What follows belongs to an exercise in optimizing a design on an open flow for small area and a short achievable clock period; a production flow would make more cautious choices. Function was not checked in any run shown here: the RTL went through the layout flow alone. No driver is modelled on the clock port, so clocking that relies on it looks cheaper here than on a real chip. Power figures rest on the tool's default switching activity, not on a simulated workload.

===== config.mk =====
export PLATFORM = sky130hd
export DESIGN_NAME = cpu
export DESIGN_NICKNAME = cpu
export VERILOG_FILES = /design/flow/design.v
export SDC_FILE = /design/flow/constraint.sdc
export NUM_CORES = 4
export LEC_CHECK = 0
export ABC_AREA = 1
export CAP_MARGIN = 20
export CORE_MARGIN = 2
export CORE_UTILIZATION = 60
export CTS_BUF_LIST = sky130_fd_sc_hd__clkbuf_4 sky130_fd_sc_hd__clkbuf_8
export SLEW_MARGIN = 20

===== constraint.sdc =====
create_clock -name core_clock -period 12.0 [get_ports {clock}]
set_input_delay 2.4000 -clock core_clock [delete_from_list [all_inputs] [get_ports {clock}]]
set_output_delay 2.4000 -clock core_clock [all_outputs]
set_load 0.01 [all_outputs]

===== design.v =====
module cpu(clock,rst,inputs,leds3,leds2,leds1,leds0,setButton,displayButton,executeButton,reset,LED4,LED9,LED0,LED8);
	input clock,rst,setButton,displayButton,executeButton,reset;
	input [7:0] inputs;
	output [1:7] leds3,leds2,leds1,leds0;
	output reg LED4,LED9,LED0;
	output LED8;
	assign LED8 = 1'b0;
	function [7:0] conv;
		input [7:0] x;
		reg [7:0] q, o;
		begin
			q = x / 8'd10;
			o = x - q * 8'd10;
			conv = {q[3:0], o[3:0]};
		end
	endfunction
	reg setButtonLast, pend;
	reg [1:0] Q;
	wire press = setButtonLast & ~setButton;
	wire consume = displayButton & pend;
	wire [1:0] Qn = consume ? Q + 2'd1 : Q;
	always @(posedge clock)
		if (rst) begin
			setButtonLast <= 1'b1;
			pend <= 1'b0;
			Q <= 2'd0;
		end else begin
			setButtonLast <= setButton;
			pend <= (pend & ~displayButton) ^ press;
			Q <= Qn;
		end
	reg [3:0] opCode;
	reg [2:0] regID1, regID2;
	reg [7:0] immValue;
	reg [7:0] immLast;    
	reg [7:0] viewLast;   
	always @(posedge clock) begin
		if (rst) begin
			opCode <= 0; regID1 <= 0; regID2 <= 0; immValue <= 0; LED0 <= 0;
		end else
			case (Q)
				2'd0: opCode <= inputs[3:0];
				2'd1: regID1 <= inputs[2:0];
				2'd2: regID2 <= inputs[2:0];
				2'd3: begin immValue <= inputs; LED0 <= (immValue == 8'd192); end
			endcase
		immLast <= immValue;
		case (Qn)
			2'd0: viewLast <= {4'd0, opCode};
			2'd1: viewLast <= {5'd0, regID1};
			2'd2: viewLast <= {5'd0, regID2};
			default: viewLast <= conv(immValue);
		endcase
	end
	reg instructionDone, wr;
	reg [3:0] slot;
	reg [17:0] mem0;
	always @(posedge clock)
		if (rst) begin
			instructionDone <= 0; wr <= 0; slot <= 0; mem0 <= 0;
		end else begin
			wr <= consume & (Q == 2'd3) & ~instructionDone;
			if (consume & (Q == 2'd3)) instructionDone <= 1'b1;
			else if (displayButton & ~pend & (Q == 2'd0)) instructionDone <= 1'b0;
			if (wr) begin
				if (slot == 4'd0) mem0 <= {opCode, regID1, regID2, immLast};
				slot <= reset ? 4'd0 : slot + 4'd1;
			end
		end
	reg [2:0] sSel;
	always @(posedge clock)
		if (rst) sSel <= 3'd0;
		else if (Qn == 2'd2) sSel <= (Q == 2'd2) ? inputs[2:0] : regID2;
		else sSel <= (Q == 2'd1) ? inputs[2:0] : regID1;
	reg [7:0] S;
	always @* begin
		case (sSel)
			3'd0: S = r0; 3'd1: S = r1; 3'd2: S = r2; 3'd3: S = r3;
			3'd4: S = r4; 3'd5: S = r5; 3'd6: S = r6; default: S = r7;
		endcase
	end
	reg execute;
	reg [7:0] r0,r1,r2,r3,r4,r5,r6,r7;
	wire [3:0] op = mem0[17:14];
	wire [2:0] ra = mem0[13:11], rb = mem0[10:8];
	wire [7:0] imm = mem0[7:0];
	reg [7:0] A;
	reg [7:0] B;
	always @* begin
		case (rb)
			3'd0: B = r0; 3'd1: B = r1; 3'd2: B = r2; 3'd3: B = r3;
			3'd4: B = r4; 3'd5: B = r5; 3'd6: B = r6; default: B = r7;
		endcase
	end
	wire isSub = (op == 4'd1);
	wire binOp = (op == 4'd0) | (op == 4'd1) | (op == 4'd3) | (op == 4'd4) | (op == 4'd5);
	wire unOp = (op == 4'd2) | (op == 4'd6) | (op == 4'd7) | (op == 4'd8);
	wire mvOp = (op == 4'd12);
	wire ldOp = (op == 4'd10);
	wire [7:0] sum = A + (B ^ {8{isSub}}) + {7'd0, isSub};
	reg [7:0] wdBin;
	always @*
		case (op[2:0])
			3'd3: wdBin = A & B;
			3'd4: wdBin = A | B;
			3'd5: wdBin = A ^ B;
			default: wdBin = sum;
		endcase
	reg [7:0] wdNb;
	always @*
		case (op)
			4'd2: wdNb = ~A;
			4'd6: wdNb = A + 8'd1;
			4'd7: wdNb = {1'b0, A[7:1]};
			4'd8: wdNb = {A[6:0], 1'b0};
			4'd12: wdNb = A;
			default: wdNb = imm;
		endcase
	wire [2:0] waNb = unOp ? ra : mvOp ? rb : A[2:0];
	wire ldOk = (A[7:3] == 5'd0) & (A[2:0] <= 3'd4) & (A[2:0] != ra) & (A[2:0] != rb);
	wire weBin = execute & binOp & (ra != 3'd7) & (rb != 3'd7);
	wire weNb = execute & ((unOp & (ra != rb)) | mvOp | (ldOp & ldOk));
	always @(posedge clock)
		if (rst) begin
			execute <= 0; LED9 <= 0;
			r0 <= 8'd2; r1 <= 8'd4; r2 <= 8'd44; r3 <= 0; r4 <= 0; r5 <= 0; r6 <= 0; r7 <= 8'd77;
			A <= 8'd2;
		end else begin
			if (wr & (slot == 4'd0))
				A <= (weBin & (regID1 == 3'd7)) ? wdBin : (weNb & (waNb == regID1)) ? wdNb : S;
			else if (weNb & unOp) A <= wdNb;
			if (!executeButton) execute <= 1'b1;
			LED9 <= execute;
			if (weBin) r7 <= wdBin;
			if (weNb)
				case (waNb)
					3'd0: r0 <= wdNb; 3'd1: r1 <= wdNb; 3'd2: r2 <= wdNb; 3'd3: r3 <= wdNb;
					3'd4: r4 <= wdNb; 3'd5: r5 <= wdNb; 3'd6: r6 <= wdNb; default: r7 <= wdNb;
				endcase
		end
	reg [7:0] displayReg;
	reg [7:0] dispDec;    
	reg rstLast;
	always @(posedge clock) begin
		if (rst) begin
			displayReg <= 0; LED4 <= 0;
		end else begin
			if (Q != 2'd0) displayReg <= S;
			LED4 <= (r0 == 8'd0);
		end
		dispDec <= conv(displayReg);
		rstLast <= rst;
	end
	localparam [15:0] SEG1 = 16'h4812;
	localparam [15:0] SEG2 = 16'h8060;
	localparam [15:0] SEG3 = 16'h1004;
	localparam [15:0] SEG4 = 16'h4892;
	localparam [15:0] SEG5 = 16'heaba;
	localparam [15:0] SEG6 = 16'h388e;
	localparam [15:0] SEG7 = 16'h0c83;
	localparam [15:0] OP3_1 = 16'hffdf;
	localparam [15:0] OP3_2 = 16'hffff;
	localparam [15:0] OP3_3 = 16'hffff;
	localparam [15:0] OP3_4 = 16'hfbdf;
	localparam [15:0] OP3_5 = 16'hebdf;
	localparam [15:0] OP3_6 = 16'hfbdf;
	localparam [15:0] OP3_7 = 16'hefdf;
	localparam [15:0] OP2_1 = 16'h7bf4;
	localparam [15:0] OP2_2 = 16'h7bd6;
	localparam [15:0] OP2_3 = 16'h0b90;
	localparam [15:0] OP2_4 = 16'h9bfd;
	localparam [15:0] OP2_5 = 16'h8bd6;
	localparam [15:0] OP2_6 = 16'h9bd4;
	localparam [15:0] OP2_7 = 16'h8fd4;
	localparam [15:0] OP1_1 = 16'hfa7f;
	localparam [15:0] OP1_2 = 16'hfbfe;
	localparam [15:0] OP1_3 = 16'h6a00;
	localparam [15:0] OP1_4 = 16'h6c4c;
	localparam [15:0] OP1_5 = 16'h0980;
	localparam [15:0] OP1_6 = 16'h7a7f;
	localparam [15:0] OP1_7 = 16'h0802;
	localparam [15:0] OP0_1 = 16'h95ff;
	localparam [15:0] OP0_2 = 16'h71f6;
	localparam [15:0] OP0_3 = 16'h2bf0;
	localparam [15:0] OP0_4 = 16'h02b0;
	localparam [15:0] OP0_5 = 16'h0000;
	localparam [15:0] OP0_6 = 16'h9cfd;
	localparam [15:0] OP0_7 = 16'h1104;
	function [6:0] seg;   
		input [3:0] d;
		seg = {SEG1[d], SEG2[d], SEG3[d], SEG4[d], SEG5[d], SEG6[d], SEG7[d]};
	endfunction
	wire [3:0] o = viewLast[3:0];
	wire [27:0] opName = {OP3_1[o], OP3_2[o], OP3_3[o], OP3_4[o], OP3_5[o], OP3_6[o], OP3_7[o],
		OP2_1[o], OP2_2[o], OP2_3[o], OP2_4[o], OP2_5[o], OP2_6[o], OP2_7[o],
		OP1_1[o], OP1_2[o], OP1_3[o], OP1_4[o], OP1_5[o], OP1_6[o], OP1_7[o],
		OP0_1[o], OP0_2[o], OP0_3[o], OP0_4[o], OP0_5[o], OP0_6[o], OP0_7[o]};
	function [27:0] decView;
		input [7:0] d;
		decView = {7'b0000001, (d[7:4] >= 4'd10) ? 7'b1001111 : 7'b0000001, seg(d[7:4]), seg(d[3:0])};
	endfunction
	wire [27:0] regView = {7'b1111010, 7'b0110000, 7'b0000100, seg(viewLast[3:0])};
	wire [27:0] normView = (Q == 2'd0) ? opName : (Q == 2'd3) ? decView(viewLast) : regView;
	wire [27:0] dispView = decView(dispDec);
	reg [27:0] leds;
	always @(posedge clock)
		if (rst | rstLast) leds <= {28{1'b1}};
		else if (!displayButton) leds <= dispView;
		else if (!pend) leds <= normView;
	assign leds3 = {leds[27:26], leds[26], leds[24:23], leds[24], leds[21]};
	assign {leds2, leds1, leds0} = leds[20:0];
endmodule

===== flow/run.sh =====
#!/bin/bash
# Layout flow: the standard synthesis; its combinational logic re-mapped with a
# stronger ABC script from four random seeds, keeping the smallest netlist whose
# equivalence with the standard one is proven (flip-flops kept by name; the
# standard netlist is used if none is); then the standard layout with buf_2
# port buffers and timing repair aimed at a short clock period.
set -uo pipefail
export BUFFER_PORTS_ARGS="-buffer_cell sky130_fd_sc_hd__buf_2"
export SETUP_SLACK_MARGIN=8.6
R=orfs/results/${FLOW_PLATFORM}/cpu/base
bash standard.sh synth > make_synth.log 2>&1 || exit 1
cp $R/1_2_yosys.v std_synth.v
for s in 0 1 2 3; do
  sed "s/&deepsyn -T 30/\&deepsyn -T 30 -S $s/" flow/deep.abc > deep_$s.abc
  RESYN_ABC=deep_$s.abc RESYN_OUT=resyn_$s.v yosys -c flow/resyn.tcl > resyn_$s.log 2>&1 &
done
wait
best=""
for s in $(for s in 0 1 2 3; do a=$(grep -m1 "Chip area for module '\\\\cpu'" resyn_$s.v.stat 2>/dev/null | awk '{print $NF}'); [ -n "$a" ] && echo "$a $s"; done | sort -g | awk '{print $2}'); do
  if RESYN_OUT=resyn_$s.v yosys -c flow/equiv.tcl > equiv_$s.log 2>&1 && grep -q '^RESYN_EQUIV_OK' equiv_$s.log; then best=$s; break; fi
done
if [ -n "$best" ]; then
  cp resyn_$best.v $R/1_2_yosys.v
  rm -f $R/1_synth.odb
  echo "using re-mapped netlist from seed $best" > resyn_used.txt
else
  echo "using standard netlist" > resyn_used.txt
fi
bash standard.sh > make.log 2>&1

===== flow/deep.abc =====
strash
&get -n
&deepsyn -T 30
&put
&get -n
&dch -f
&nf -D 1500
&put
topo

===== flow/equiv.tcl =====
# Proves resyn.v equivalent to std_synth.v (same flip-flops, paired by name).
set lib $::env(FLOW_HOME)/platforms/sky130hd/lib/sky130_fd_sc_hd__tt_025C_1v80.lib
yosys read_liberty -ignore_miss_func $lib
yosys read_verilog std_synth.v
yosys rename cpu gold
yosys read_verilog $::env(RESYN_OUT)
yosys rename cpu gate
yosys hierarchy -check
yosys flatten gold gate
yosys opt_clean
yosys equiv_make gold gate equiv
yosys hierarchy -top equiv
yosys equiv_simple
yosys equiv_induct
yosys equiv_status -assert
puts "RESYN_EQUIV_OK"

===== flow/resyn.tcl =====
# Re-maps the combinational logic of the standard synthesis (std_synth.v) with a
# stronger ABC script; flip-flops and tie cells are kept as they are, by name.
# RESYN_ABC names the ABC script and RESYN_OUT the netlist to write.
set lib $::env(FLOW_HOME)/platforms/sky130hd/lib/sky130_fd_sc_hd__tt_025C_1v80.lib
set out $::env(RESYN_OUT)
yosys read_liberty -ignore_miss_func $lib
yosys read_verilog std_synth.v
yosys hierarchy -top cpu
yosys setattr -mod -set keep_hierarchy 1 sky130_fd_sc_hd__dfxtp_* sky130_fd_sc_hd__edfxtp_* sky130_fd_sc_hd__conb_1
yosys flatten
yosys opt_clean
yosys opt -fast
yosys abc -script $::env(RESYN_ABC) -liberty $lib -dont_use sky130_fd_sc_hd__probe_p_8 -dont_use sky130_fd_sc_hd__probec_p_8 -dont_use *lpflow*
yosys opt_clean -purge
yosys hilomap -singleton -hicell sky130_fd_sc_hd__conb_1 HI -locell sky130_fd_sc_hd__conb_1 LO
yosys splitnets
yosys opt_clean -purge
yosys insbuf -buf sky130_fd_sc_hd__buf_4 A X
yosys tee -o $out.stat stat -liberty $lib
yosys select -module cpu
yosys write_verilog -noattr -noexpr -selected $out

===== standard.sh =====
#!/bin/bash
# synth_recipe.tcl (not shown) runs the flow's synth.tcl, then flattens the netlist and writes it again
# the make line also repeats each setting of config.mk as NAME=value (left out here)
make -C /OpenROAD-flow-scripts/flow DESIGN_CONFIG=/design/flow/config.mk WORK_HOME=/design/flow/orfs CLKGATE_MAP_FILE= SYNTH_SCRIPT=/design/flow/synth_recipe.tcl "${@:-finish}"

==> impl_metrics.env, run 1 <==
export IMPL_run_status="no timing/DRC/antenna violations"
export IMPL_avgRoutedWirePerCell_um=21.5
export IMPL_cts_root_buffer_cell="sky130_fd_sc_hd__clkbuf_8"
export IMPL_floorplan_die_width_um=126
export IMPL_drt_pre_antenna_iters=9
export IMPL_layout_nets=1165
export IMPL_finalHoldViolCount=0
export IMPL_placeableCoreArea_mm2=0.0145
export IMPL_transition_at_the_pin_with_the_smallest_max_transition_slack_ns=1.09
export IMPL_largest_stage_delay_on_the_critical_path_ns=0.44
export IMPL_placed_cells_incl_taps=1280
export IMPL_slew_headroom=0.267
export IMPL_number_of_cts_inserted_buffers=17
export IMPL_multiInputGateArea_mm2=0.00533
export IMPL_clk_transition_reported_paths_ns=0.09
export IMPL_finalCoreUtilization=0.717
export IMPL_tritoncts="built"
export IMPL_die_height_um=126
export IMPL_grt_max_degree=39
export IMPL_timing_critical_path_to_type="flip-flop"
export IMPL_holdWs_ns=0.363
export IMPL_dr_total_vias=9136
export IMPL_seq_area_mm2=0.00371
export IMPL_worstPathMaxFanout=6
export IMPL_die_area_mm2=0.0159
export IMPL_r2r_slack_ns=8.63
export IMPL_final_min_clock_period_ns=3.52
export IMPL_worstSetupPathType="input port to flip-flop"
export IMPL_critical_path_startpoint_type="input port"
export IMPL_postSynthNetCount=1088
export IMPL_routabilityCongestion=0.935
export IMPL_wirelength_mm=28.9
export IMPL_power_density_mw_per_mm2=123
export IMPL_commonest_cells_after_routing_fill_and_taps_aside="sky130_fd_sc_hd__dfxtp_1 (172), sky130_fd_sc_hd__nand2_1 (164), sky130_fd_sc_hd__nor2_1 (89), sky130_fd_sc_hd__a22o_1 (86), sky130_fd_sc_hd__a21oi_1 (66)"
export IMPL_top_register="leds"
export IMPL_worstRegToRegCells=12
export IMPL_critical_path_reg2reg_startpoint="mem0[10]$_SDFFE_PP0P_"
export IMPL_biggestRegsByFlops="leds: 26 flops, mem0: 18 flops"
export IMPL_rsz_0062_raised_after_global_routing="yes"
export IMPL_clock_sinks=184
export IMPL_min_delay_path_class="flip-flop to flip-flop"
export IMPL_insertedDiodeCount=0
export IMPL_finalNonFillerCells=1347
export IMPL_post_route_drc=0
export IMPL_gr_total_overflow=0
export IMPL_final_common_cell="sky130_fd_sc_hd__dfxtp_1"
export IMPL_grt_antenna_before_repair=0
export IMPL_clkLatencyLatePin_ns=0.49
export IMPL_crit_path_start="displayButton"
export IMPL_timing_rr_end="r7[7]$_SDFF_PP0_"
export IMPL_average_vias_per_placed_instance=6.78
export IMPL_leakage_uw=0.00385
export IMPL_start_util=0.615
export IMPL_portBuffers=44
export IMPL_hold_start="displayReg[0]$_SDFFE_PP0N_"
export IMPL_post_synth_inst_count=1074
export IMPL_cts_htree_levels=4
export IMPL_min_delay_path_depth=0
export IMPL_slowest_cell_on_crit_path="sky130_fd_sc_hd__or4_4"
export IMPL_fin_tns_setup_ns=0
export IMPL_worstHoldEndpoint="dispDec[0]$_DFF_P_"
export IMPL_fmaxAchievable_mhz=284
export IMPL_filler_cell_count=1176
export IMPL_final_layout_size_suffix_gt1_frac=0.170
export IMPL_list_of_cells_traversed_by_the_critical_path="buf_12, clkinv_8, nor2_4, nand2_2, a21oi_2, nand2_1, or4_4, o32ai_2, a21oi_1, o21ai_1"
export IMPL_grt_first_pass_wirelength_mm=43.8
export IMPL_area_growth_pct=16.6
export IMPL_groute_usage_overall=0.345
export IMPL_worst_ep_arrival_time_ns=3.94
export IMPL_timing_max_transition_violations_final=0
export IMPL_max_cap_violations=0
export IMPL_vias_in_the_first_global_route=8138
export IMPL_number_of_placed_i_o_pins=46
export IMPL_synth_warnings=1
export IMPL_finalSetupViolations=0
export IMPL_cell_rows=44
export IMPL_finalCritPeriodShare=0.294
export IMPL_drtAntennaViolNets=0
export IMPL_mappedNetlistArea_mm2=0.00894
export IMPL_timing_critical_path_required_ns=12.42
export IMPL_per_instance_average_area_after_synthesis_um2=8.32
export IMPL_dp_hpwl_mm=19.1
export IMPL_largest_register_ff_count=26
export IMPL_vdd_drop_max_v=0.0000899
export IMPL_fin_skew_ns=0.0143
export IMPL_cts_max_path_buffers=2
export IMPL_drtIter0Drc=1326
## area by class of cell
cell class              instances  share of cell area
well taps                     184              0.0221
flip-flops and latches        184               0.356
repair buffers                 84              0.0582
inverters                      29              0.0121
clock inverters                12              0.0155
multi-input cells             835               0.512
clock buffers                  19              0.0245
## power breakdown
| group | switching, uW | internal (uW) | leakage (uW) | total, uW |
|---|---|---|---|---|
| Combinational | 111 | 65.9 | 0.00215 | 177 |
| Clock | 231 | 215 | 0.000203 | 446 |
| Sequential | 28.0 | 633 | 0.00150 | 661 |
## routing by layer
metal,wire length [um],share of wire,track usage,up-vias
li1,-,-,-,4196
met1,12400,0.43,0.500,4204
met2,12000,0.41,0.487,620
met3,3520,0.12,0.107,116
met4,991,0.034,0.115,0
met5,0,0,0,-
## critical path: cells and delay by family
kind / cells / cell delay, ns
compound gates: 4 / 0.56
buf+inv: 2 / 0.17
simple gates: 4 / 0.80
## worst max path at each step
stage / to / slack, ns / cells past startpoint
final: leds[9]$_SDFFE_PP1N_ / 8.48 / 10
after global placement: mem0[9]$_SDFFE_PP0P_ / 7.48 / 5
after detailed placement: mem0[3]$_SDFFE_PP0P_ / 7.47 / 5
after floorplan: leds[9]$_SDFFE_PP1N_ / 8.31 / 9
after global routing: leds[9]$_SDFFE_PP1N_ / 8.45 / 10
after CTS: r7[7]$_SDFF_PP0_ / 8.57 / 13
## through the flow
stage | total power [uW] | area [um^2] | setup WS (ns)
2_1_floorplan | 779 | 9080 | 8.31
3_3_place_gp | 821 | 9380 | 7.48
3_5_place_dp | 822 | 9380 | 7.47
4_1_cts | 1270 | 10100 | 8.57
5_1_grt | 1320 | 10400 | 8.45
6_report | 1280 | 10400 | 8.48
## timing repair
| action | in CTS | in global routing |
|---|---|---|
| pin swaps | 4 | 11 |
| setup endpoints to repair | 130 | 75 |
| buffers inserted | 24 | 8 |
| cloned | 2 | 2 |
| hold buffers | 0 | 0 |
| gates resized for setup | 42 | 50 |
==> inputs of run 2 (changes only) <==
--- a/flow/run.sh
+++ b/flow/run.sh
@@ -11,7 +11,7 @@
 bash standard.sh synth > make_synth.log 2>&1 || exit 1
 cp $R/1_2_yosys.v std_synth.v
 for s in 0 1 2 3; do
-  sed "s/&deepsyn -T 30/\&deepsyn -T 30 -S $s/" flow/deep.abc > deep_$s.abc
+  sed "s/&deepsyn -T 30/\&deepsyn -T 60 -S $s/" flow/deep.abc > deep_$s.abc
   RESYN_ABC=deep_$s.abc RESYN_OUT=resyn_$s.v yosys -c flow/resyn.tcl > resyn_$s.log 2>&1 &
 done
 wait
==> run 2 against run 1 <==
Maximum frequency fell by 0.78%. Combinational power rose by 4%. Non-clock buffer count rose by 25. First-iteration DRC count fell by 1.2%. Sequential share of layout area fell by 1.4 points. Sequential power rose by 0.8%. Highest routed layer unchanged.
==> impl_metrics.env, run 2 <==
export IMPL_insertedDiodeCount=0
export IMPL_postSynthNetCount=1057
export IMPL_worstSetupPathDepth=13
export IMPL_cts_max_path_buffers=2
export IMPL_cell_rows=44
export IMPL_dp_hpwl_mm=19.1
export IMPL_area_growth_pct=20.6
export IMPL_finalHoldViolCount=0
export IMPL_critical_path_startpoint_type="flip-flop"
export IMPL_timing_max_transition_violations_final=0
export IMPL_finalSetupViolations=0
export IMPL_biggestRegsByFlops="leds: 26 flops, mem0: 18 flops"
export IMPL_leakage_uw=0.00406
export IMPL_top_register="leds"
export IMPL_post_synth_inst_count=1043
export IMPL_number_of_cts_inserted_buffers=17
export IMPL_commonest_cells_after_routing_fill_and_taps_aside="sky130_fd_sc_hd__dfxtp_1 (166), sky130_fd_sc_hd__nand2_1 (109), sky130_fd_sc_hd__a22o_1 (96), sky130_fd_sc_hd__a21oi_1 (70), sky130_fd_sc_hd__nor2_1 (69)"
export IMPL_fin_skew_ns=0.0158
export IMPL_clkLatencyLatePin_ns=0.49
export IMPL_cts_root_buffer_cell="sky130_fd_sc_hd__clkbuf_8"
export IMPL_largest_stage_delay_on_the_critical_path_ns=0.50
export IMPL_finalCritPeriodShare=0.296
export IMPL_tritoncts="built"
export IMPL_placeableCoreArea_mm2=0.0146
export IMPL_multiInputGateArea_mm2=0.00556
export IMPL_timing_critical_path_to_type="flip-flop"
export IMPL_worstSetupPathType="flip-flop to flip-flop"
export IMPL_gr_total_overflow=0
export IMPL_mappedNetlistArea_mm2=0.00899
export IMPL_seq_area_mm2=0.00371
export IMPL_grt_max_degree=23
export IMPL_clock_sinks=184
export IMPL_power_density_mw_per_mm2=115
export IMPL_worstPathBufferInverterCount=1
export IMPL_groute_usage_overall=0.361
export IMPL_drtAntennaViolNets=0
export IMPL_worstPathMaxFanout=7
export IMPL_fin_tns_setup_ns=0
export IMPL_worstRegToRegCells=13
export IMPL_worst_ep_arrival_time_ns=3.99
export IMPL_run_status="no timing/DRC/antenna violations"
export IMPL_per_instance_average_area_after_synthesis_um2=8.62
export IMPL_wirelength_mm=29.6
export IMPL_fmaxAchievable_mhz=282
export IMPL_average_vias_per_placed_instance=6.89
export IMPL_holdWs_ns=0.358
export IMPL_slowest_cell_on_crit_path="sky130_fd_sc_hd__a2111o_1"
export IMPL_die_height_um=126
export IMPL_clk_transition_reported_paths_ns=0.10
export IMPL_vias_in_the_first_global_route=8273
export IMPL_layout_nets=1160
export IMPL_slew_headroom=0.244
export IMPL_largest_register_ff_count=26
export IMPL_filler_cell_count=1127
export IMPL_final_min_clock_period_ns=3.55
export IMPL_rsz_0062_raised_after_global_routing="yes"
export IMPL_routabilityCongestion=0.980
export IMPL_start_util=0.616
export IMPL_avgRoutedWirePerCell_um=22.1
export IMPL_list_of_cells_traversed_by_the_critical_path="buf_12, nor2b_4, a2111o_1, a22o_4, a2111oi_4, a21o_1, o211ai_1, o211a_1, or3_4, and3_4, or2_0, a22oi_2, a211o_1"
export IMPL_final_layout_size_suffix_gt1_frac=0.216
export IMPL_vdd_drop_max_v=0.000123
export IMPL_min_delay_path_class="flip-flop to flip-flop"
export IMPL_worst_path_dominant_cell_family="compound AO/OA/AOI/OAI gates"
export IMPL_drt_pre_antenna_iters=8
export IMPL_max_cap_violations=0
export IMPL_timing_critical_path_required_ns=12.44
export IMPL_die_area_mm2=0.0160
export IMPL_dr_total_vias=9255
export IMPL_grt_antenna_before_repair=0
export IMPL_floorplan_die_width_um=126
export IMPL_post_route_drc=0
export IMPL_portBuffers=44
export IMPL_cts_htree_levels=4
export IMPL_drtIter0Drc=1310
export IMPL_transition_at_the_pin_with_the_smallest_max_transition_slack_ns=1.13
export IMPL_number_of_placed_i_o_pins=46
export IMPL_grt_first_pass_wirelength_mm=45.5
export IMPL_final_common_cell="sky130_fd_sc_hd__dfxtp_1"
export IMPL_min_delay_path_depth=0
export IMPL_synth_warnings=1
-- run 2: worst reg2reg max path, stage by stage, from the launching register on --
cell,delay [ns]
sky130_fd_sc_hd__dfxtp_4,0.38
sky130_fd_sc_hd__buf_12,0.13
sky130_fd_sc_hd__nor2b_4,0.07
sky130_fd_sc_hd__a2111o_1,0.50
sky130_fd_sc_hd__a22o_4,0.28
sky130_fd_sc_hd__a2111oi_4,0.31
sky130_fd_sc_hd__a21o_1,0.14
sky130_fd_sc_hd__o211ai_1,0.17
sky130_fd_sc_hd__o211a_1,0.26
sky130_fd_sc_hd__or3_4,0.42
sky130_fd_sc_hd__and3_4,0.21
sky130_fd_sc_hd__or2_0,0.21
sky130_fd_sc_hd__a22oi_2,0.26
sky130_fd_sc_hd__a211o_1,0.16
-- run 2: routing by layer --
metal  GRT usage  up-vias  wire (um)
li1            -     4223          -
met1       0.516     4323      12500
met2       0.512      606      12500
met3       0.124      103       3790
met4       0.120        0        822
met5           0        -          0
-- run 2: layout make-up --
cell class                 instances  share of cell area
multi-input combinational        803               0.513
sequential                       184               0.342
timing repair buffer             109              0.0782
clock buffer                      19              0.0235
tap                              184              0.0212
inverter                          31              0.0118
clock inverter                    13              0.0100
-- run 2: stage by stage --
stage          area, um^2  utilization  worst slack, ns  cells  power [uW]
6_report            10800        0.743             8.45   1343        1250
3_5_place_dp         9490        0.651             7.53   1250         829
2_1_floorplan        9200            -             8.14   1043         786
4_1_cts             10500        0.720             8.42   1321        1240
5_1_grt             10800        0.743             8.39   1343        1290
3_3_place_gp         9480        0.650             7.61   1249         829
-- run 2: what timing repair did --
item | CTS | global route
gates resized for setup | 71 | 47
pin swaps | 24 | 23
hold buffers | 0 | 0
setup buffers | 34 | 22
cloned | 5 | 0
setup endpoints to repair | 104 | 103
-- run 2: final timing paths --
kind	from	end	slack, ns
worst max-delay path	mem0[9]$_SDFFE_PP0P_	r7[6]$_SDFF_PP1_	8.45
worst min-delay path	displayReg[0]$_SDFFE_PP0N_	dispDec[0]$_DFF_P_	0.36
worst max register to register	mem0[9]$_SDFFE_PP0P_	r7[6]$_SDFF_PP1_	8.45
worst min register to register	displayReg[0]$_SDFFE_PP0N_	dispDec[0]$_DFF_P_	0.36
-- run 2: power by group --
part,leakage [uW],internal (uW),switching (uW)
registers,0.00149,634,32.1
clock network,0.000185,157,243
logic,0.00238,73.0,111
total,0.00406,864,386
==> inputs of run 3 (changes only) <==
--- a/design.v
+++ b/design.v
@@ -67,14 +67,9 @@
 				slot <= reset ? 4'd0 : slot + 4'd1;
 			end
 		end
-	reg [2:0] sSel;
-	always @(posedge clock)
-		if (rst) sSel <= 3'd0;
-		else if (Qn == 2'd2) sSel <= (Q == 2'd2) ? inputs[2:0] : regID2;
-		else sSel <= (Q == 2'd1) ? inputs[2:0] : regID1;
 	reg [7:0] S;
 	always @* begin
-		case (sSel)
+		case (Q == 2'd2 ? regID2 : regID1)
 			3'd0: S = r0; 3'd1: S = r1; 3'd2: S = r2; 3'd3: S = r3;
 			3'd4: S = r4; 3'd5: S = r5; 3'd6: S = r6; default: S = r7;
 		endcase
@@ -200,11 +195,11 @@
 		decView = {7'b0000001, (d[7:4] >= 4'd10) ? 7'b1001111 : 7'b0000001, seg(d[7:4]), seg(d[3:0])};
 	endfunction
 	wire [27:0] regView = {7'b1111010, 7'b0110000, 7'b0000100, seg(viewLast[3:0])};
-	wire [27:0] normView = (Q == 2'd0) ? opName : (Q == 2'd3) ? decView(viewLast) : regView;
-	wire [27:0] dispView = decView(dispDec);
+	wire [27:0] normView = rstLast ? {28{1'b1}} : (Q == 2'd0) ? opName : (Q == 2'd3) ? decView(viewLast) : regView;
+	wire [27:0] dispView = rstLast ? {28{1'b1}} : decView(dispDec);
 	reg [27:0] leds;
 	always @(posedge clock)
-		if (rst | rstLast) leds <= {28{1'b1}};
+		if (rst) leds <= {28{1'b1}};
 		else if (!displayButton) leds <= dispView;
 		else if (!pend) leds <= normView;
 	assign leds3 = {leds[27:26], leds[26], leds[24:23], leds[24], leds[21]};
==> run 3 against run 2 <==
Worst hold slack got worse by 0.0018 ns. Global-route usage fell by 1.5 points. Routed wire length fell by 2.6%. Sequential power is 3% lower. Critical path depth did not move. Final cell count is 1.5% lower. Total power shrank 0.25%. First-iteration DRC count rose by 6.0%. Sequential cell count down 3. Clock power is about 10% higher. Largest power group unchanged.
==> impl_metrics.env, run 3 <==
export IMPL_drtAntennaViolNets=0
export IMPL_clock_power_frac=0.354
export IMPL_clkLatencyLatePin_ns=0.47
export IMPL_run_status="no timing/DRC/antenna violations"
export IMPL_share_comb_of_total_power=0.126
export IMPL_gr_total_overflow=0
export IMPL_largest_register_ff_count=26
export IMPL_transition_at_the_pin_with_the_smallest_max_transition_slack_ns=1.22
export IMPL_largest_stage_delay_on_the_critical_path_ns=0.42
export IMPL_max_cap_violations=0
export IMPL_finalSetupViolations=0
export IMPL_die_area_mm2=0.0160
export IMPL_per_instance_average_area_after_synthesis_um2=8.42
export IMPL_fin_tns_setup_ns=0
export IMPL_insertedDiodeCount=0
export IMPL_power_density_mw_per_mm2=122
export IMPL_dr_total_vias=9144
export IMPL_timing_critical_path_required_ns=12.39
export IMPL_drtIter0Drc=1389
export IMPL_clock_sinks=181
export IMPL_cell_rows=44
export IMPL_synth_warnings=1
export IMPL_area_growth_pct=13.6
export IMPL_start_util=0.616
export IMPL_number_of_cts_inserted_buffers=17
export IMPL_cts_max_path_buffers=2
export IMPL_floorplan_die_width_um=126
export IMPL_cts_root_buffer_cell="sky130_fd_sc_hd__clkbuf_8"
export IMPL_cts_htree_levels=4
export IMPL_finalCritPeriodShare=0.285
export IMPL_rsz_0062_raised_after_global_routing="yes"
export IMPL_drt_pre_antenna_iters=8
export IMPL_final_layout_size_suffix_gt1_frac=0.152
export IMPL_routabilityCongestion=1.07
export IMPL_average_vias_per_placed_instance=6.91
export IMPL_slowest_cell_on_crit_path="sky130_fd_sc_hd__dfxtp_4"
export IMPL_commonest_cells_after_routing_fill_and_taps_aside="sky130_fd_sc_hd__dfxtp_1 (167), sky130_fd_sc_hd__nand2_1 (117), sky130_fd_sc_hd__nor2_1 (105), sky130_fd_sc_hd__a22o_1 (88), sky130_fd_sc_hd__o21ai_0 (69)"
export IMPL_fin_skew_ns=0.0125
export IMPL_number_of_placed_i_o_pins=46
export IMPL_timing_max_transition_violations_final=0
export IMPL_slew_headroom=0.181
export IMPL_grt_max_degree=56
export IMPL_finalHoldViolCount=0
export IMPL_biggestRegsByFlops="leds: 26 flops, mem0: 18 flops"
export IMPL_final_min_clock_period_ns=3.42
export IMPL_timing_critical_path_to_type="flip-flop"
export IMPL_fmaxAchievable_mhz=292
export IMPL_finalCoreUtilization=0.700
export IMPL_wirelength_mm=28.9
export IMPL_worstPathBufferInverterCount=1
export IMPL_avgRoutedWirePerCell_um=21.8
export IMPL_grt_antenna_before_repair=0
export IMPL_worstSetupPathType="flip-flop to flip-flop"
export IMPL_min_delay_path_class="flip-flop to flip-flop"
export IMPL_cellInternalPower_uw=887
export IMPL_post_route_drc=0
export IMPL_critical_path_startpoint_type="flip-flop"
export IMPL_post_synth_inst_count=1067
export IMPL_worst_ep_arrival_time_ns=3.82
export IMPL_tritoncts="built"
export IMPL_switching_power_share_of_the_total=0.289
export IMPL_groute_usage_overall=0.347
export IMPL_vias_in_the_first_global_route=7923
export IMPL_portBuffers=44
export IMPL_vdd_drop_max_v=0.0000808
export IMPL_clk_transition_reported_paths_ns=0.10
export IMPL_mappedNetlistArea_mm2=0.00899
export IMPL_worst_path_dominant_cell_family="compound AO/OA/AOI/OAI gates"
export IMPL_postSynthNetCount=1081
export IMPL_final_common_cell="sky130_fd_sc_hd__dfxtp_1"
export IMPL_layout_nets=1140
export IMPL_top_register="leds"
export IMPL_net_switching_power_uw=360
export IMPL_grt_first_pass_wirelength_mm=43.8
export IMPL_dp_hpwl_mm=20.2
export IMPL_die_height_um=126
export IMPL_worstPathMaxFanout=14
export IMPL_placeableCoreArea_mm2=0.0146
export IMPL_leakage_uw=0.00372
export IMPL_power_share_sequential=0.520
export IMPL_list_of_cells_traversed_by_the_critical_path="buf_4, or3b_1, nand4_1, a22o_1, nor2_2, a311o_1, a21oi_2, o311ai_2, o32ai_2, xor2_1, o31a_1, o21ai_0, nor3b_1"
## run 3: changes by cell type in the layout (fill, tap and decap cells not counted), moves of 9 or more
cell                       before  now
sky130_fd_sc_hd__nor2_1        69  105
sky130_fd_sc_hd__o22ai_1       10   19
sky130_fd_sc_hd__buf_4         54   23
sky130_fd_sc_hd__o21ai_0       42   69
sky130_fd_sc_hd__a221oi_1       8   17
sky130_fd_sc_hd__a21oi_1       70   48
## run 3: timing repair
action | 4_1_cts | 5_1_grt
gates resized for setup | 37 | 46
hold buffers | 0 | 0
pin swaps | 5 | 16
buffers inserted | 5 | 17
setup endpoints to repair | 116 | 59
## run 3: layout make-up
type                    instances  area, um^2
repair buffers                 68         419
flip-flops and latches        181        3650
clock inverters                11         138
clock buffers                  21         283
well taps                     184         230
multi-input cells             834        5390
inverters                      24         101
fillers                      1194        4380
## run 3: worst register-to-register path, cell delays in order, from the launching register on
cell and delay, ns:
sky130_fd_sc_hd__dfxtp_4 0.42, sky130_fd_sc_hd__buf_4 0.20, sky130_fd_sc_hd__or3b_1 0.40, sky130_fd_sc_hd__nand4_1 0.09, sky130_fd_sc_hd__a22o_1 0.25, sky130_fd_sc_hd__nor2_2 0.11, sky130_fd_sc_hd__a311o_1 0.41, sky130_fd_sc_hd__a21oi_2 0.27
sky130_fd_sc_hd__o311ai_2 0.15, sky130_fd_sc_hd__o32ai_2 0.31, sky130_fd_sc_hd__xor2_1 0.13, sky130_fd_sc_hd__o31a_1 0.27, sky130_fd_sc_hd__o21ai_0 0.14, sky130_fd_sc_hd__nor3b_1 0.21
## run 3: per-stage QoR
stage               hold WS (ns)  cells  total power [uW]  setup slack, ns  cell area, um^2
finish                     0.356   1323              1250             8.58            10200
global route               0.368   1323              1290             8.40            10200
floorplan                  0.331   1067               765             8.50             9100
global placement           0.334   1269               804             7.68             9360
detailed placement         0.338   1269               805             7.71             9360
CTS                        0.356   1306              1240             8.48             9920
## run 3: power by group through the flow
stage	Clock (uW)	Sequential, uW	Combinational (uW)
floorplan	0	654	111
global placement	0	662	142
detailed placement	0	662	143
CTS	440	648	147
global route	463	652	170
finish	441	649	157
## run 3: final timing paths
kind	slack, ns	start	cells past startpoint	end
hold / removal	0.36	displayReg[0]$_SDFFE_PP0N_	0	dispDec[0]$_DFF_P_
setup / recovery	8.58	mem0[9]$_SDFFE_PP0P_	13	A[7]$_SDFFE_PP0P_
hold reg to reg	0.36	displayReg[0]$_SDFFE_PP0N_	0	dispDec[0]$_DFF_P_
setup reg to reg	8.58	mem0[9]$_SDFFE_PP0P_	13	A[7]$_SDFFE_PP0P_
## run 3: per-layer routing
metal / GRT usage / routed length, um
met5: 0 / 0
met4: 0.116 / 1020
met3: 0.104 / 3670
met2: 0.487 / 11800
met1: 0.505 / 12400
==> inputs of run 4 (changes only) <==
--- a/flow/run.sh
+++ b/flow/run.sh
@@ -11,7 +11,7 @@
 bash standard.sh synth > make_synth.log 2>&1 || exit 1
 cp $R/1_2_yosys.v std_synth.v
 for s in 0 1 2 3; do
-  sed "s/&deepsyn -T 30/\&deepsyn -T 60 -S $s/" flow/deep.abc > deep_$s.abc
+  sed "s/&deepsyn -T 30/\&deepsyn -J 100 -T 150 -S $s/" flow/deep.abc > deep_$s.abc
   RESYN_ABC=deep_$s.abc RESYN_OUT=resyn_$s.v yosys -c flow/resyn.tcl > resyn_$s.log 2>&1 &
 done
 wait
==> run 4 against run 3 <==
Die area is 1.2% lower. Clock skew about the same. Combinational power is 3% lower. Clock power is 7.5% lower. Area after synthesis shrank 1.2%. Critical path depth stayed put. Final cell count grew 2.3%. Worst setup slack got worse by 0.32 ns. Largest power group unchanged. Highest routed layer unchanged.
==> impl_metrics.env, run 4 <==
export IMPL_clkLatencyLatePin_ns=0.47
export IMPL_post_route_drc=0
export IMPL_worstPathMaxFanout=3
export IMPL_finalCoreUtilization=0.722
export IMPL_routabilityCongestion=0.979
export IMPL_placeableCoreArea_mm2=0.0145
export IMPL_tritoncts="built"
export IMPL_dp_hpwl_mm=19.1
export IMPL_timing_rr_end="r7[7]$_SDFF_PP0_"
export IMPL_finalHoldViolCount=0
export IMPL_die_height_um=126
export IMPL_cts_max_path_buffers=2
export IMPL_number_of_placed_i_o_pins=46
export IMPL_floorplan_die_width_um=126
export IMPL_fmaxAchievable_mhz=267
export IMPL_finalNonFillerCells=1354
export IMPL_final_min_clock_period_ns=3.74
export IMPL_ctsHoldBuffers=0
export IMPL_filler_cell_count=1195
export IMPL_biggestRegsByFlops="leds: 26 flops, mem0: 18 flops"
export IMPL_rsz_0062_raised_after_global_routing="yes"
export IMPL_post_synth_inst_count=1067
export IMPL_worstRegToRegCells=12
export IMPL_min_delay_path_class="flip-flop to flip-flop"
export IMPL_clk_transition_reported_paths_ns=0.09
export IMPL_finalSetupViolations=0
export IMPL_per_instance_average_area_after_synthesis_um2=8.32
export IMPL_hold_start="displayReg[0]$_SDFFE_PP0N_"
export IMPL_cts_root_buffer_cell="sky130_fd_sc_hd__clkbuf_8"
export IMPL_fin_skew_ns=0.0121
export IMPL_area_growth_pct=17.7
export IMPL_r2r_slack_ns=8.51
export IMPL_mappedNetlistArea_mm2=0.00888
export IMPL_number_of_cts_inserted_buffers=17
export IMPL_drtIter0Drc=1160
export IMPL_power_density_mw_per_mm2=115
export IMPL_top_register="leds"
export IMPL_dpl_worst_slack_ns=7.29
export IMPL_critical_path_reg2reg_startpoint="mem0[9]$_SDFFE_PP0P_"
export IMPL_timing_critical_path_required_ns=12.41
export IMPL_critical_path_startpoint_type="input port"
export IMPL_transition_at_the_pin_with_the_smallest_max_transition_slack_ns=1.11
export IMPL_drt_pre_antenna_iters=7
export IMPL_layout_nets=1170
export IMPL_max_cap_violations=0
export IMPL_leakage_uw=0.00383
export IMPL_grt_first_pass_wirelength_mm=43.6
export IMPL_start_util=0.613
export IMPL_commonest_cells_after_routing_fill_and_taps_aside="sky130_fd_sc_hd__dfxtp_1 (169), sky130_fd_sc_hd__nand2_1 (116), sky130_fd_sc_hd__nor2_1 (108), sky130_fd_sc_hd__o21ai_0 (75), sky130_fd_sc_hd__a22o_1 (72)"
export IMPL_average_vias_per_placed_instance=6.74
export IMPL_largest_register_ff_count=26
export IMPL_postSynthNetCount=1081
export IMPL_timing_critical_path_to_type="flip-flop"
export IMPL_die_area_mm2=0.0158
export IMPL_drtAntennaViolNets=0
export IMPL_dr_total_vias=9132
export IMPL_min_delay_path_depth=0
export IMPL_cell_rows=44
export IMPL_final_common_cell="sky130_fd_sc_hd__dfxtp_1"
export IMPL_finalCritPeriodShare=0.312
export IMPL_vdd_drop_max_v=0.000105
export IMPL_min_setup_slack_post_route_ns=8.26
export IMPL_gr_total_overflow=0
export IMPL_grt_antenna_before_repair=1
export IMPL_placed_cells_incl_taps=1271
export IMPL_worstHoldEndpoint="dispDec[0]$_DFF_P_"
export IMPL_worst_ep_arrival_time_ns=4.16
export IMPL_final_layout_size_suffix_gt1_frac=0.179
export IMPL_avgRoutedWirePerCell_um=21.1
export IMPL_wirelength_mm=28.6
export IMPL_timing_max_transition_violations_final=0
export IMPL_worstSetupPathType="input port to flip-flop"
export IMPL_slew_headroom=0.258
export IMPL_fin_tns_setup_ns=0
export IMPL_clock_sinks=181
export IMPL_portBuffers=44
export IMPL_synth_warnings=1
export IMPL_grt_max_degree=27
export IMPL_cts_htree_levels=4
export IMPL_groute_usage_overall=0.347
export IMPL_run_status="no timing/DRC/antenna violations"
export IMPL_vias_in_the_first_global_route=7960
-- run 4: routing by layer --
layer	GRT usage	up-vias	wire length (um)
met1	0.513	4245	12000
met4	0.101	0	713
met5	0	-	0
met3	0.0922	80	3750
met2	0.497	655	12100
li1	-	4152	-
-- run 4: how the worst max path moves through the flow --
stage / start / endpoint / slack (ns) / cells past startpoint
finish: rst / leds[4]$_SDFFE_PP1N_ / 8.26 / 13
global route: rst / leds[4]$_SDFFE_PP1N_ / 8.22 / 13
CTS: rst / leds[4]$_SDFFE_PP1N_ / 8.29 / 13
detailed placement: rst / leds[4]$_SDFFE_PP1N_ / 7.29 / 13
global placement: rst / leds[4]$_SDFFE_PP1N_ / 7.41 / 13
floorplan: rst / leds[4]$_SDFFE_PP1N_ / 8.05 / 11
-- run 4: worst max-delay path, cell delays in order --
cell,delay (ns)
sky130_fd_sc_hd__buf_12,0.10
sky130_fd_sc_hd__buf_12,0.12
sky130_fd_sc_hd__nor2_4,0.08
sky130_fd_sc_hd__and2_4,0.16
sky130_fd_sc_hd__nand2_4,0.07
sky130_fd_sc_hd__nor2_4,0.12
sky130_fd_sc_hd__o32ai_2,0.10
sky130_fd_sc_hd__a21oi_2,0.17
sky130_fd_sc_hd__and3_4,0.24
sky130_fd_sc_hd__nor2_4,0.04
sky130_fd_sc_hd__nor2_4,0.12
sky130_fd_sc_hd__mux2_4,0.31
sky130_fd_sc_hd__a21oi_2,0.11
-- run 4: repair_timing --
action,CTS,global route
endpoints found under the hold margin,0,0
gates cloned,2,0
pin swaps,17,18
setup buffers,32,16
setup endpoints to repair,126,80
gates resized for setup,62,58
-- run 4: final cells by class --
cell class	instances	area, um^2	area share
sequential	181	3650	0.349
tap	184	230	0.0220
antenna	1	2.50	0.000240
inverter	30	121	0.0116
clock buffer	21	270	0.0259
clock inverter	11	119	0.0114
timing repair buffer	98	767	0.0734
multi-input combinational	828	5290	0.506
-- run 4: through the flow --
| step | cell area [um^2] | hold WS, ns | power [uW] |
|---|---|---|---|
| 6_report | 10400 | 0.371 | 1200 |
| 5_1_grt | 10400 | 0.380 | 1240 |
| 4_1_cts | 10100 | 0.365 | 1190 |
| 3_5_place_dp | 9230 | 0.347 | 771 |
| 3_3_place_gp | 9230 | 0.340 | 772 |
| 2_1_floorplan | 8950 | 0.331 | 738 |
-- run 4: power breakdown --
group	total [uW]	switching (uW)	internal, uW
clock	408	227	181
sequential	641	21.5	620
combinational	153	90.6	62.1
==> inputs of run 5 (changes only) <==
--- a/config.mk
+++ b/config.mk
@@ -8,6 +8,7 @@
 export ABC_AREA = 1
 export CAP_MARGIN = 20
 export CORE_MARGIN = 2
-export CORE_UTILIZATION = 60
+export CORE_UTILIZATION = 70
 export CTS_BUF_LIST = sky130_fd_sc_hd__clkbuf_4 sky130_fd_sc_hd__clkbuf_8
+export PLACE_DENSITY = 0.8
 export SLEW_MARGIN = 20
==> run 5 against run 4 <==
Still clean on timing, DRC and antenna. Sequential share of layout area rose by 0.62 points. First-iteration DRC count increased by 7.7%. Area after synthesis stayed put. Worst hold slack worse by 0.012 ns. Final cell count shrank 2.0%. Register-to-register slack gained 0.19 ns. Via count rose by 0.31%. Final area down 1.7%. Largest cell class unchanged.
==> impl_metrics.env, run 5 <==
export IMPL_cts_root_buffer_cell="sky130_fd_sc_hd__clkbuf_8"
export IMPL_layout_nets=1155
export IMPL_timing_max_transition_violations_final=0
export IMPL_cts_max_path_buffers=2
export IMPL_rsz_0062_raised_after_global_routing="yes"
export IMPL_drtIter0Drc=1249
export IMPL_finalCritPeriodShare=0.311
export IMPL_slew_headroom=0.246
export IMPL_power_density_mw_per_mm2=118
export IMPL_final_min_clock_period_ns=3.74
export IMPL_grt_max_degree=27
export IMPL_cell_rows=41
export IMPL_final_layout_size_suffix_gt1_frac=0.166
export IMPL_routabilityCongestion=0.995
export IMPL_clk_transition_reported_paths_ns=0.10
export IMPL_max_cap_violations=0
export IMPL_fmaxAchievable_mhz=268
export IMPL_worst_ep_arrival_time_ns=4.15
export IMPL_min_delay_path_class="flip-flop to flip-flop"
export IMPL_seq_area_mm2=0.00365
export IMPL_average_vias_per_placed_instance=6.90
export IMPL_worstSetupPathType="input port to flip-flop"
export IMPL_transition_at_the_pin_with_the_smallest_max_transition_slack_ns=1.12
export IMPL_dr_total_vias=9160
export IMPL_avgRoutedWirePerCell_um=21.2
export IMPL_finalNonFillerCells=1327
export IMPL_fin_tns_setup_ns=0
export IMPL_timing_critical_path_to_type="flip-flop"
export IMPL_dp_hpwl_mm=18.5
export IMPL_slowest_cell_on_crit_path="sky130_fd_sc_hd__mux2_4"
export IMPL_largest_register_ff_count=26
export IMPL_area_growth_pct=15.6
export IMPL_grt_antenna_before_repair=1
export IMPL_crit_path_frequent_cell="sky130_fd_sc_hd__nor2_4"
export IMPL_multiInputGateArea_mm2=0.00525
export IMPL_worstPathMaxFanout=4
export IMPL_cts_htree_levels=4
export IMPL_worstPathBufferInverterCount=2
export IMPL_commonest_cells_after_routing_fill_and_taps_aside="sky130_fd_sc_hd__dfxtp_1 (167), sky130_fd_sc_hd__nand2_1 (118), sky130_fd_sc_hd__nor2_1 (106), sky130_fd_sc_hd__o21ai_0 (75), sky130_fd_sc_hd__a22o_1 (72)"
export IMPL_detailed_place_area_mm2=0.00920
export IMPL_worst_path_dominant_cell_family="simple AND/OR/NAND/NOR gates"
export IMPL_biggestRegsByFlops="leds: 26 flops, mem0: 18 flops"
export IMPL_tritoncts="built"
export IMPL_run_status="no timing/DRC/antenna violations"
export IMPL_synth_warnings=1
export IMPL_gr_total_overflow=0
export IMPL_fin_skew_ns=0.0188
export IMPL_die_area_mm2=0.0136
export IMPL_finalHoldViolCount=0
export IMPL_drt_pre_antenna_iters=9
export IMPL_post_synth_inst_count=1067
export IMPL_mappedNetlistArea_mm2=0.00888
export IMPL_timing_critical_path_required_ns=12.42
export IMPL_leakage_uw=0.00377
export IMPL_placeableCoreArea_mm2=0.0125
export IMPL_stdcell_area_mm2=0.0103
export IMPL_placed_cells_incl_taps=1258
export IMPL_largest_stage_delay_on_the_critical_path_ns=0.32
export IMPL_final_common_cell="sky130_fd_sc_hd__dfxtp_1"
export IMPL_clock_sinks=181
export IMPL_vdd_drop_max_v=0.000189
export IMPL_finalSetupViolations=0
export IMPL_top_register="leds"
export IMPL_postSynthNetCount=1081
export IMPL_start_util=0.709
export IMPL_grt_first_pass_wirelength_mm=41.9
export IMPL_die_height_um=117
export IMPL_number_of_cts_inserted_buffers=17
export IMPL_critical_path_startpoint_type="input port"
export IMPL_floorplan_die_width_um=117
export IMPL_number_of_placed_i_o_pins=46
export IMPL_post_route_drc=0
export IMPL_r2r_slack_ns=8.70
export IMPL_groute_usage_overall=0.401
export IMPL_clkLatencyLatePin_ns=0.49
export IMPL_list_of_cells_traversed_by_the_critical_path="buf_8, buf_12, nor2_4, and2_4, nand2_4, nor2_4, o32ai_2, a21oi_2, and3_4, nor2_4, nor2_4, mux2_4, a21oi_2"
export IMPL_wirelength_mm=28.1
export IMPL_portBuffers=44
export IMPL_per_instance_average_area_after_synthesis_um2=8.32
export IMPL_vias_in_the_first_global_route=7912
export IMPL_filler_cell_count=878
export IMPL_finalCoreUtilization=0.820
export IMPL_drtAntennaViolNets=0
==> run 5: final timing paths <==
kind                                    from                   end  cells after the start
setup / recovery                         rst  leds[4]$_SDFFE_PP1N_                     13
hold / removal    displayReg[0]$_SDFFE_PP0N_    dispDec[0]$_DFF_P_                      0
setup reg to reg             Q[0]$_SDFF_PP0_     A[2]$_SDFFE_PP0P_                      8
hold reg to reg   displayReg[0]$_SDFFE_PP0N_    dispDec[0]$_DFF_P_                      0
==> run 5: final cells by class <==
class / instances / area share
multi-input combinational: 828 / 0.511
sequential: 181 / 0.355
timing repair buffer: 83 / 0.0598
clock buffer: 18 / 0.0241
tap: 172 / 0.0210
clock inverter: 14 / 0.0166
inverter: 30 / 0.0118
antenna: 1 / 0.000244
==> run 5: report_power, final <==
part / leakage, uW / internal [uW] / switching (uW)
clock: 0.000206 / 180 / 247
sequential: 0.00147 / 620 / 21.8
combinational: 0.00209 / 55.2 / 88.4
total: 0.00377 / 855 / 357
==> run 5: routing by layer <==
layer	part of all wire	global-route usage
met1	0.41	0.555
met2	0.42	0.589
met3	0.13	0.130
met4	0.043	0.143
met5	0	0
==> run 5: per-stage QoR <==
stage          hold WS [ns]  worst slack (ns)  power, uW
2_1_floorplan         0.331              8.05        738
3_3_place_gp          0.336              7.43        769
3_5_place_dp          0.341              7.34        770
4_1_cts               0.359              8.29       1190
5_1_grt               0.364              8.22       1240
6_report              0.358              8.26       1210
==> run 5: worst reg2reg max path, delay by kind of cell, from the launching register on <==
family,cells,cell delay (ns)
mux,1,0.50
compound gates,2,0.45
flops,1,0.53
simple gates,5,1.73
==> run 5: what timing repair did <==
action / 4_1_cts / 5_1_grt
setup endpoints to repair: 102 / 80
buffers inserted: 23 / 11
gates resized for setup: 61 / 41
hold buffers: 0 / 0
pin swaps: 14 / 15
gates cloned: 2 / 0
==> inputs of run 6 (changes only) <==
==> flow/run.sh (replaced) <==
#!/bin/bash
set -uo pipefail
export BUFFER_PORTS_ARGS="-buffer_cell sky130_fd_sc_hd__buf_2"
export SETUP_SLACK_MARGIN=8.6
R=orfs/results/${FLOW_PLATFORM}/cpu/base
bash standard.sh synth > make_synth.log 2>&1 || exit 1
cp $R/1_2_yosys.v std_synth.v
cands=""
for sc in deep map; do
  for s in 0 1 2 3; do
    c=${sc}_$s
    sed "s/&deepsyn -T 30/\&deepsyn -J 100 -T 150 -S $s/" flow/$sc.abc > $c.abc
    (RESYN_ABC=$c.abc RESYN_OUT=resyn_$c.v yosys -c flow/resyn.tcl > resyn_$c.log 2>&1 &&
     RESYN_OUT=resyn_$c.v openroad -no_init -exit flow/sta.tcl > sta_$c.log 2>&1) &
    cands="$cands $c"
  done
  wait
done
: > candidates.txt
for c in $cands; do
  a=$(grep -m1 "Chip area for module '\\\\cpu'" resyn_$c.v.stat 2>/dev/null | awk '{print $NF}')
  w=$(grep -m1 '^RESYN_WNS' sta_$c.log 2>/dev/null | awk '{print $2}')
  [ -n "$a" ] && [ -n "$w" ] && echo "$(echo "$a * (12 - $w)" | bc -l) $a $w $c" >> candidates.txt
done
best=""
for c in $(sort -g candidates.txt | awk '{print $4}'); do
  if RESYN_OUT=resyn_$c.v yosys -c flow/equiv.tcl > equiv_$c.log 2>&1 && grep -q '^RESYN_EQUIV_OK' equiv_$c.log; then best=$c; break; fi
done
if [ -n "$best" ]; then
  cp resyn_$best.v $R/1_2_yosys.v
  rm -f $R/1_synth.odb
  echo "using re-mapped netlist $best" > resyn_used.txt
else
  echo "using standard netlist" > resyn_used.txt
fi
bash standard.sh > make.log 2>&1
==> flow/map.abc (new file) <==
strash
&get -n
&deepsyn -T 30
&put
dch -f
map -D 1500
topo
==> flow/sta.tcl (new file) <==
set p $::env(FLOW_HOME)/platforms/sky130hd
read_lef $p/lef/sky130_fd_sc_hd.tlef
read_lef $p/lef/sky130_fd_sc_hd_merged.lef
read_liberty $p/lib/sky130_fd_sc_hd__tt_025C_1v80.lib
read_verilog $::env(RESYN_OUT)
link_design cpu
read_sdc $::env(FLOW_SDC)
puts "RESYN_WNS [worst_slack -max]"
--- a/config.mk
+++ b/config.mk
@@ -8,7 +8,6 @@
 export ABC_AREA = 1
 export CAP_MARGIN = 20
 export CORE_MARGIN = 2
-export CORE_UTILIZATION = 70
+export CORE_UTILIZATION = 60
 export CTS_BUF_LIST = sky130_fd_sc_hd__clkbuf_4 sky130_fd_sc_hd__clkbuf_8
-export PLACE_DENSITY = 0.8
 export SLEW_MARGIN = 20
==> run 6 against run 5 <==
Still clean on timing, DRC and antenna. Sequential power is essentially flat. Worst hold slack improved by 0.0011 ns. Maximum frequency rose by 6.9%.
==> impl_metrics.env, run 6 <==
export IMPL_run_status="no timing/DRC/antenna violations"
export IMPL_min_delay_path_class="flip-flop to flip-flop"
export IMPL_post_synth_inst_count=1088
export IMPL_cts_root_buffer_cell="sky130_fd_sc_hd__clkbuf_8"
export IMPL_worstSetupPathDepth=6
export IMPL_final_layout_size_suffix_gt1_frac=0.126
export IMPL_postSynthNetCount=1102
export IMPL_die_area_mm2=0.0161
export IMPL_insertedDiodeCount=0
export IMPL_mappedNetlistArea_mm2=0.00904
export IMPL_cts_htree_levels=4
export IMPL_transition_at_the_pin_with_the_smallest_max_transition_slack_ns=1.02
export IMPL_clk_transition_reported_paths_ns=0.09
export IMPL_worst_ep_arrival_time_ns=3.87
export IMPL_fin_skew_ns=0.0184
export IMPL_grt_first_pass_wirelength_mm=43.0
export IMPL_die_height_um=127
export IMPL_final_min_clock_period_ns=3.49
export IMPL_vdd_drop_max_v=0.000148
export IMPL_list_of_cells_traversed_by_the_critical_path="buf_2, buf_12, or2_1, nor2_2, nor2_1, a22o_1"
export IMPL_fmaxAchievable_mhz=286
export IMPL_floorplan_die_width_um=127
export IMPL_worstSetupPathType="input port to flip-flop"
export IMPL_commonest_cells_after_routing_fill_and_taps_aside="sky130_fd_sc_hd__dfxtp_1 (170), sky130_fd_sc_hd__nand2_1 (140), sky130_fd_sc_hd__nor2_1 (114), sky130_fd_sc_hd__o21ai_0 (80), sky130_fd_sc_hd__a22o_1 (73)"
export IMPL_groute_usage_overall=0.336
export IMPL_placeableCoreArea_mm2=0.0146
export IMPL_layout_nets=1150
export IMPL_finalHoldViolCount=0
export IMPL_start_util=0.617
export IMPL_worstRegToRegCells=10
export IMPL_fin_tns_setup_ns=0
export IMPL_leakage_uw=0.00367
export IMPL_min_delay_path_depth=0
export IMPL_tritoncts="built"
export IMPL_dp_hpwl_mm=19.3
export IMPL_number_of_cts_inserted_buffers=17
export IMPL_timing_critical_path_required_ns=12.37
export IMPL_top_register="leds"
export IMPL_rsz_0062_raised_after_global_routing="yes"
export IMPL_timing_max_transition_violations_final=0
export IMPL_synth_warnings=1
export IMPL_biggestRegsByFlops="leds: 26 flops, mem0: 18 flops"
export IMPL_critical_path_startpoint_type="input port"
export IMPL_worstPathBufferInverterCount=2
export IMPL_worst_path_dominant_cell_family="simple AND/OR/NAND/NOR gates"
export IMPL_final_common_cell="sky130_fd_sc_hd__dfxtp_1"
export IMPL_max_cap_violations=0
export IMPL_largest_register_ff_count=26
export IMPL_slew_headroom=0.322
export IMPL_vias_in_the_first_global_route=7981
export IMPL_clock_sinks=181
export IMPL_finalSetupViolations=0
export IMPL_drtIter0Drc=1282
export IMPL_gr_total_overflow=0
export IMPL_post_route_drc=0
export IMPL_drt_pre_antenna_iters=6
export IMPL_power_density_mw_per_mm2=124
export IMPL_grt_antenna_before_repair=0
export IMPL_dpl_worst_slack_ns=7.69
export IMPL_number_of_placed_i_o_pins=46
export IMPL_avgRoutedWirePerCell_um=20.5
export IMPL_largest_stage_delay_on_the_critical_path_ns=0.35
export IMPL_routabilityCongestion=0.973
export IMPL_slowest_cell_on_crit_path="sky130_fd_sc_hd__or2_1"
export IMPL_worstPathMaxFanout=55
export IMPL_timing_critical_path_to_type="flip-flop"
export IMPL_portBuffers=44
export IMPL_finalCritPeriodShare=0.291
export IMPL_average_vias_per_placed_instance=6.73
export IMPL_dr_total_vias=8953
export IMPL_wirelength_mm=27.3
export IMPL_grt_max_degree=56
export IMPL_drtAntennaViolNets=0
export IMPL_per_instance_average_area_after_synthesis_um2=8.31
export IMPL_min_setup_slack_post_route_ns=8.51
export IMPL_area_growth_pct=12.0
export IMPL_clkLatencyLatePin_ns=0.48
export IMPL_cts_max_path_buffers=2
export IMPL_cell_rows=44
## run 6: timing repair
| item | 4_1_cts | 5_1_grt |
|---|---|---|
| hold buffers | 0 | 0 |
| buffers inserted | 0 | 5 |
| pin swaps | 0 | 3 |
| setup endpoints to repair | 98 | 86 |
| gates resized for setup | 37 | 40 |
## run 6: path summary, 6_finish.rpt
check | start | to | slack (ns)
max | rst | r0[5]$_SDFFE_PP0P_ | 8.51
max reg2reg | Q[1]$_SDFF_PP0_ | A[2]$_SDFFE_PP0P_ | 8.67
min reg2reg | displayReg[0]$_SDFFE_PP0N_ | dispDec[0]$_DFF_P_ | 0.36
min | displayReg[0]$_SDFFE_PP0N_ | dispDec[0]$_DFF_P_ | 0.36
## run 6: per-stage QoR
stage | hold WS [ns] | util | cell area (um^2) | std cells | total power, uW
final | 0.359 | 0.691 | 10100 | 1331 | 1250
after floorplan | 0.331 | - | 9090 | 1088 | 750
after detailed placement | 0.348 | 0.641 | 9390 | 1296 | 790
after global routing | 0.372 | 0.691 | 10100 | 1331 | 1300
after CTS | 0.362 | 0.678 | 9940 | 1326 | 1250
after global placement | 0.338 | 0.641 | 9390 | 1296 | 790
## run 6: power breakdown
group | leakage [uW] | internal, uW | total [uW] | switching, uW
combinational | 0.00197 | 48.2 | 142 | 93.8
clock | 0.000220 | 236 | 469 | 233
sequential | 0.00147 | 621 | 644 | 23.1
## run 6: worst register-to-register path, cell delays in order, from the launching register on
cell and delay (ns):
sky130_fd_sc_hd__dfxtp_1 0.48, sky130_fd_sc_hd__clkinv_1 0.19, sky130_fd_sc_hd__nor2_1 0.27, sky130_fd_sc_hd__nor2_1 0.10, sky130_fd_sc_hd__or2_0 0.25, sky130_fd_sc_hd__nand2b_1 0.16
sky130_fd_sc_hd__nor2_1 0.60, sky130_fd_sc_hd__a221oi_1 0.29, sky130_fd_sc_hd__and3_1 0.34, sky130_fd_sc_hd__a221o_1 0.35, sky130_fd_sc_hd__a211oi_1 0.21
## run 6: cell type report
type	count	area, um^2
flip-flops and latches	181	3640
clock inverters	12	194
repair buffers	57	353
fillers	1260	4520
inverters	17	63.8
well taps	184	230
multi-input cells	862	5400
clock buffers	18	248
## run 6: layer usage
layer	global-route usage	share of wire	wire, um	up-vias
met5	0	0	0	-
met4	0.112	0.025	672	0
met3	0.0763	0.11	2930	65
met2	0.478	0.42	11400	504
met1	0.502	0.45	12300	4195
li1	-	-	-	4189
==> inputs of run 7 (changes only) <==
--- a/config.mk
+++ b/config.mk
@@ -8,6 +8,7 @@
 export ABC_AREA = 1
 export CAP_MARGIN = 20
 export CORE_MARGIN = 2
-export CORE_UTILIZATION = 60
+export CORE_UTILIZATION = 70
 export CTS_BUF_LIST = sky130_fd_sc_hd__clkbuf_4 sky130_fd_sc_hd__clkbuf_8
+export PLACE_DENSITY = 0.8
 export SLEW_MARGIN = 20
==> run 7 against run 6 <==
Still clean. Core utilization grew 11 points. Register-to-register slack gained 0.03 ns. Non-clock buffer count up 3. Sequential share of layout area rose by 0.058 points. Critical path type unchanged.
==> impl_metrics.env, run 7 <==
export IMPL_final_min_clock_period_ns=3.42
export IMPL_finalCritPeriodShare=0.285
export IMPL_cts_root_buffer_cell="sky130_fd_sc_hd__clkbuf_8"
export IMPL_holdWs_ns=0.387
export IMPL_routabilityCongestion=1.01
export IMPL_wl_met1_mm=11.7
export IMPL_layout_nets=1153
export IMPL_finalCoreUtilization=0.802
export IMPL_stdcell_area_mm2=0.0101
export IMPL_detailed_place_area_mm2=0.00939
export IMPL_min_delay_path_class="flip-flop to flip-flop"
export IMPL_start_util=0.716
export IMPL_largest_register_ff_count=26
export IMPL_clkLatencyLatePin_ns=0.48
export IMPL_gr_total_overflow=0
export IMPL_worstPathMaxFanout=28
export IMPL_top_register="leds"
export IMPL_commonest_cells_after_routing_fill_and_taps_aside="sky130_fd_sc_hd__dfxtp_1 (163), sky130_fd_sc_hd__nand2_1 (138), sky130_fd_sc_hd__nor2_1 (112), sky130_fd_sc_hd__o21ai_0 (82), sky130_fd_sc_hd__a22o_1 (73)"
export IMPL_die_area_mm2=0.0138
export IMPL_run_status="no timing/DRC/antenna violations"
export IMPL_routed_wl_met2_mm=12.0
export IMPL_wl_met3_mm=3.63
export IMPL_timing_critical_path_to_type="flip-flop"
export IMPL_clock_sinks=181
export IMPL_topRoutingLayerUsed="met4"
export IMPL_fin_tns_setup_ns=0
export IMPL_drtAntennaViolNets=0
export IMPL_rsz_0062_raised_after_global_routing="yes"
export IMPL_drt_pre_antenna_iters=7
export IMPL_floorplan_die_width_um=118
export IMPL_finalSetupViolations=0
export IMPL_post_route_drc=0
export IMPL_finalHoldViolCount=0
export IMPL_insertedDiodeCount=0
export IMPL_groute_usage_overall=0.394
export IMPL_power_density_mw_per_mm2=118
export IMPL_grt_first_pass_wirelength_mm=44.0
export IMPL_tritoncts="built"
export IMPL_worstSetupPathType="input port to flip-flop"
export IMPL_biggestRegsByFlops="leds: 26 flops, mem0: 18 flops"
export IMPL_final_common_cell="sky130_fd_sc_hd__dfxtp_1"
export IMPL_grt_antenna_before_repair=0
export IMPL_number_of_placed_i_o_pins=46
export IMPL_clk_transition_reported_paths_ns=0.10
export IMPL_grt_max_degree=32
export IMPL_dpl_worst_slack_ns=7.67
export IMPL_worst_ep_arrival_time_ns=3.78
export IMPL_area_growth_pct=12.0
export IMPL_vdd_drop_max_v=0.000130
[run 7: metrics by stage]
step           std cells  total power [uW]
6_report            1324              1190
5_1_grt             1324              1230
4_1_cts             1322              1180
3_5_place_dp        1287               790
3_3_place_gp        1286               788
2_1_floorplan       1088               750
[run 7: area by class of cell]
class | instances | area (um^2)
Fill cell | 898 | 2490
Clock buffer | 17 | 234
Timing Repair Buffer | 60 | 409
Sequential cell | 181 | 3650
Multi-Input combinational cell | 862 | 5420
Inverter | 17 | 63.8
Tap cell | 172 | 215
Clock inverter | 15 | 134
[run 7: power breakdown]
group / internal, uW / switching (uW)
Sequential: 622 / 24.3
Clock: 152 / 247
Combinational: 50.9 / 97.7
Total: 825 / 369
[run 7: timing repair]
action,CTS,global route
hold buffers,0,0
cloned,1,0
hold endpoints to repair,0,0
setup endpoints to repair,104,75
buffers inserted,2,2
resized for setup,38,56
pin swaps,4,7
[run 7: worst max-delay path, stage by stage]
cell and delay, ns:
sky130_fd_sc_hd__buf_2 0.15, sky130_fd_sc_hd__buf_12 0.18, sky130_fd_sc_hd__nor3_1 0.60, sky130_fd_sc_hd__o221ai_1 0.23, sky130_fd_sc_hd__o21ai_0 0.14, sky130_fd_sc_hd__nor2_1 0.06
[run 7: per-layer routing]
metal | GRT usage | vias up
met4 | 0.136 | 0
li1 | - | 4191
met3 | 0.117 | 112
met5 | 0 | -
met2 | 0.571 | 714
met1 | 0.559 | 4293
[run 7: path summary, 6_finish.rpt]
path | from | to | slack [ns] | cells after the start
setup / recovery | rst | leds[5]$_SDFFE_PP1N_ | 8.58 | 6
hold / removal | displayReg[0]$_SDFFE_PP0N_ | dispDec[0]$_DFF_P_ | 0.39 | 0
hold reg to reg | displayReg[0]$_SDFFE_PP0N_ | dispDec[0]$_DFF_P_ | 0.39 | 0
setup reg to reg | mem0[9]$_SDFFE_PP0P_ | r7[7]$_SDFF_PP0_ | 8.70 | 12

Re-timed with assumed drivers on the ports (clkbuf_16 on the clock, buf_2 on other inputs), run 7 has 8.590 ns of setup slack against 8.581 ns with ideal ports, and 8.090 ns once port delays also move by the mid clock arrival of 0.510 ns.
